What follows belongs to an exercise in optimizing a design on an open flow for small area, a short achievable clock period and few clock cycles; a production flow would make more cautious choices.
In this exercise RTL edits were held to simulation tests only and were not proved equivalent to the original.
Power figures rest on the tool's default switching activity, not on a simulated workload.

job 101:
Design TPU, start of the top module:
module TPU(
    clk,
    rst_n,
    in_valid,
    K,
    M,
    N,
    busy,
    A_wr_en,
    A_index,
    A_data_in,
    A_data_out,
    B_wr_en,
    B_index,
    B_data_in,
    B_data_out,
    C_wr_en,
    C_index,
    C_data_in,
    C_data_out
);
For scale: roughly 6,400 cells after synthesis, roughly 1,200 flip-flops, about 460 I/O pins.
==> flow/config.mk <==
export PLATFORM = sky130hd
export DESIGN_NAME = TPU
export DESIGN_NICKNAME = TPU
export VERILOG_FILES = /design/flow/design.v
export SDC_FILE = /design/flow/constraint.sdc
export NUM_CORES = 4
export LEC_CHECK = 0
export CAP_MARGIN = 20
export CORE_MARGIN = 2
export CORE_UTILIZATION = 60
export PLACE_DENSITY = 0.72
export SLEW_MARGIN = 20
==> flow/constraint.sdc <==
create_clock -name core_clock -period 10.0 [get_ports {clk}]
set_input_delay 2.0000 -clock core_clock [delete_from_list [all_inputs] [get_ports {clk}]]
set_output_delay 2.0000 -clock core_clock [all_outputs]
set_load 0.01 [all_outputs]
standard.sh (not shown) runs the stock make flow with config.mk's settings and CLKGATE_MAP_FILE= SYNTH_SCRIPT=/design/flow/synth_recipe.tcl, a recipe that flattens the netlist after the stock synthesis.
==> flow/flow/run.sh <==
#!/bin/bash
# Layout: the standard flow (standard.sh, unchanged synthesis), with the
# timing repair aimed at a shorter period than the 10 ns constraint, so that
# the layout's achieved period is pushed down. The make output goes to
# standard.log; ORFS keeps each step's own log under orfs/logs/.
set -euo pipefail
cd "$(dirname "${BASH_SOURCE[0]}")/.."
bash standard.sh SETUP_SLACK_MARGIN=6.5 finish > standard.log 2>&1
No stage failed in job 101, and the final checks on the layout all came back clean.
Testbench counts of job 101, summed over its fixed seeds: cycles 431,998.
Edits applied to the flow inputs when going from job 101 to job 102:
==> flow/run.sh (new file) <==
#!/bin/bash
# synth_recipe.tcl (not shown) runs the flow's synth.tcl, then flattens the netlist and writes it again
# the make line also repeats each setting of config.mk as NAME=value (left out here)
make -C /OpenROAD-flow-scripts/flow DESIGN_CONFIG=/design/flow/config.mk WORK_HOME=/design/flow/orfs CLKGATE_MAP_FILE= SYNTH_SCRIPT=/design/flow/synth_recipe.tcl finish
-- flow/config.mk --
<<< job 101, line 11
>>> job 102, line 11
export CTS_CLUSTER_DIAMETER = 90
export CTS_CLUSTER_SIZE = 22
<<< job 101, line 12
>>> job 102, line 14
export SETUP_SLACK_MARGIN = 5
<<< job 101, line 13
>>> job 102, line 16
export TNS_END_PERCENT = 50
removed: flow/flow/run.sh
removed: flow/standard.sh
Notes after the runs:
- | final clock period utilization by the worst path | job 102 vs job 101 | 5.4 points higher |
- Against job 101 as the reference, job 102 delivers a lower power of the clock network.
- Every run in the comparison, job 101 and job 102, completed the flow with a clean layout.
- Number of global-route vias before repair of job 102 falls short of that of job 101 slightly.
diff inputs: job 102 => job 103
==> flow/flow/run.sh (new file) <==
#!/bin/bash
# Layout: the standard flow (standard.sh, unchanged synthesis), with the
# timing repair aimed at a shorter period than the 10 ns constraint, so that
# the layout's achieved period is pushed down. The make output goes to
# standard.log; ORFS keeps each step's own log under orfs/logs/.
set -euo pipefail
cd "$(dirname "${BASH_SOURCE[0]}")/.."
bash standard.sh SETUP_SLACK_MARGIN=6.5 finish > standard.log 2>&1
==> flow/standard.sh (new file) <==
#!/bin/bash
# synth_recipe.tcl (not shown) runs the flow's synth.tcl, then flattens the netlist and writes it again
# the make line also repeats each setting of config.mk as NAME=value (left out here)
make -C /OpenROAD-flow-scripts/flow DESIGN_CONFIG=/design/flow/config.mk WORK_HOME=/design/flow/orfs CLKGATE_MAP_FILE= SYNTH_SCRIPT=/design/flow/synth_recipe.tcl "${@:-finish}"
-- flow/config.mk --
<<< job 102, line 10
export CORE_UTILIZATION = 60
export CTS_CLUSTER_DIAMETER = 90
export CTS_CLUSTER_SIZE = 22
export PLACE_DENSITY = 0.72
export SETUP_SLACK_MARGIN = 5
>>> job 103, line 10
export CORE_UTILIZATION = 40
<<< job 102, line 16
export TNS_END_PERCENT = 50
>>> job 103, line 12
removed: flow/run.sh
==> run notes <==
As far as via count is concerned, job 102 and job 103 perform about the same.
Summary of the comparison: worst setup slack for register-to-register paths is higher in job 103, relative to job 102.
Compared with job 102, in job 103 area added between synthesis and finish picked up an extra 6.2 points, largest clock skew in the final design went up, pin count of the biggest net entering global routing now larger, met2 routed wirelength higher.
The run showing the greater minimum clock period after layout is job 102.

========
## red
TPU again, from the RTL that the note above started with.
// TPU
module TPU(
    clk,
    rst_n,
    in_valid,
    K,
    M,
    N,
    busy,
    A_wr_en,
    A_index,
    A_data_in,
    A_data_out,
    B_wr_en,
    B_index,
    B_data_in,
    B_data_out,
    C_wr_en,
    C_index,
    C_data_in,
    C_data_out
);
input               clk;
input               rst_n;
input               in_valid;
input [7:0]         K;
input [7:0]         M;
input [7:0]         N;
output reg          busy;
output              A_wr_en;
output [15:0]       A_index;
output [31:0]       A_data_in;
input  [31:0]       A_data_out;
output              B_wr_en;
output [15:0]       B_index;
output [31:0]       B_data_in;
input  [31:0]       B_data_out;
output reg          C_wr_en;
output [15:0]       C_index;
output [127:0]      C_data_in;
input  [127:0]      C_data_out;
assign A_wr_en   = 1'b0;
assign B_wr_en   = 1'b0;
assign A_data_in = 32'd0;
assign B_data_in = 32'd0;
reg [7:0]   k_r, m_r, n_r;
wire [7:0]  km1   = k_r - 8'd1;
wire [7:0]  mm1   = m_r - 8'd1;
wire [5:0]  mgm1  = mm1[7:2];    
wire [1:0]  mlast = mm1[1:0];    
wire [7:0]  nm1   = n_r - 8'd1;
reg         setup;       
reg         iss;         
reg [2:0]   stall;       
reg [7:0]   kdown;       
reg [5:0]   gdown;       
reg [5:0]   hdown;       
reg [13:0]  a_idx, b_idx, b_base;
assign A_index = {2'b00, a_idx};
assign B_index = {2'b00, b_idx};
wire        v      = iss & (stall == 3'd0);
wire        cm     = setup | (iss & (stall == 3'd1));
wire        k_last = (kdown == 8'd0);
wire        g_last = (gdown == 6'd0);
wire        h_last = (hdown == 6'd0);
wire [1:0]  rows_m1 = g_last ? mlast : 2'd3;
reg [11:0]  a_op [0:3];      
reg [7:0]   b_op [0:3];
reg [9:0]   b3_op [0:3];     
reg         c1, l1, j1;
reg [1:0]   r1;
reg         c2, l2, j2;
reg [1:0]   r2;
reg         rd_act, rd_job_last;
reg [1:0]   rd_row, rd_left;
reg         wr_job_last;
reg [13:0]  c_idx;
reg [95:0]  wr_data;
assign C_index = {2'b00, c_idx};
always @(posedge clk) begin
    if (in_valid) begin
        k_r <= K;
        m_r <= M;
        n_r <= N;
    end
    if (setup) begin
        kdown  <= km1;
        gdown  <= mgm1;
        hdown  <= nm1[7:2];
        a_idx  <= 14'd0;
        b_idx  <= 14'd0;
        b_base <= 14'd0;
    end else if (v) begin
        if (!k_last) begin
            kdown <= kdown - 8'd1;
            a_idx <= a_idx + 14'd1;
  ...
==> flow/config.mk <==
export PLATFORM = sky130hd
export DESIGN_NAME = TPU
export DESIGN_NICKNAME = TPU
export VERILOG_FILES = /design/flow/design.v
export SDC_FILE = /design/flow/constraint.sdc
export NUM_CORES = 4
export LEC_CHECK = 0
export CAP_MARGIN = 20
export CORE_MARGIN = 2
export CORE_UTILIZATION = 70
export CTS_CLUSTER_DIAMETER = 90
export CTS_CLUSTER_SIZE = 22
export PLACE_DENSITY = 0.8
export SLEW_MARGIN = 20
export TNS_END_PERCENT = 50
==> flow/constraint.sdc <==
create_clock -name core_clock -period 10.0 [get_ports {clk}]
set_input_delay 2.0000 -clock core_clock [delete_from_list [all_inputs] [get_ports {clk}]]
set_output_delay 2.0000 -clock core_clock [all_outputs]
set_load 0.01 [all_outputs]
==> flow/flow/run.sh <==
#!/bin/bash
# Layout: the standard flow (standard.sh, unchanged synthesis), with the
# timing repair aimed at a shorter period than the 10 ns constraint, so that
# the layout's achieved period is pushed down. The make output goes to
# standard.log; ORFS keeps each step's own log under orfs/logs/.
set -euo pipefail
cd "$(dirname "${BASH_SOURCE[0]}")/.."
bash standard.sh SETUP_SLACK_MARGIN=7.0 finish > standard.log 2>&1
Testbench counts of red, summed over its fixed seeds: cycles 431,998.
## Diff of input files: blue against red
- changing PLACE_DENSITY from 0.8 to 0.72
- changing CORE_UTILIZATION from 70 to 60
Notes after the runs:
Data arrival time of the worst path was lower in the run labelled blue.
[compare] base=red new=blue: pin count of the biggest net entering global routing shrank by 15; maximum frequency grew by 0.0067 GHz.
After synthesis and placement, the instance count of blue is above that of red.

[static timing again, ports no longer ideal]
No port has a modelled driver above. Below, the same layouts with a new extraction and two added sets of constraints.
Step 1, drivers: a clkbuf_16 drives clk and a buf_2 each remaining input, both assumed.
Step 2 moves the port delays by t, midway between the first and last clock arrival at a register: inputs arrive t later, outputs are due t later. That takes back most of the time a late clock gives input paths.
a / b / c = ideal ports / drivers / drivers and shift; a / b = the first two.
run	t (ns)	slack for setup (ns)	hold WS [ns]	worst slew at a driven data input, ns	cell pins on the clock port's net
job 101	0.822	6.509 / 6.438 / 5.752	0.340 / 0.340 / 0.340	0.17	1
job 102	0.758	5.971 / 5.971 / 5.693	0.352 / 0.352 / 0.352	0.17	1
job 103	0.856	6.561 / 6.477 / 5.733	0.347 / 0.347 / 0.347	0.22	1
red	0.795	6.706 / 6.630 / 6.239	0.346 / 0.346 / 0.346	0.19	1
blue	0.749	6.777 / 6.704 / 6.227	0.355 / 0.355 / 0.355	0.18	1
After both steps setup and hold are still met in every run listed. For job 103, which loses most, drivers alone change the setup slack by -0.084 ns; drivers and shift together by -0.828 ns.
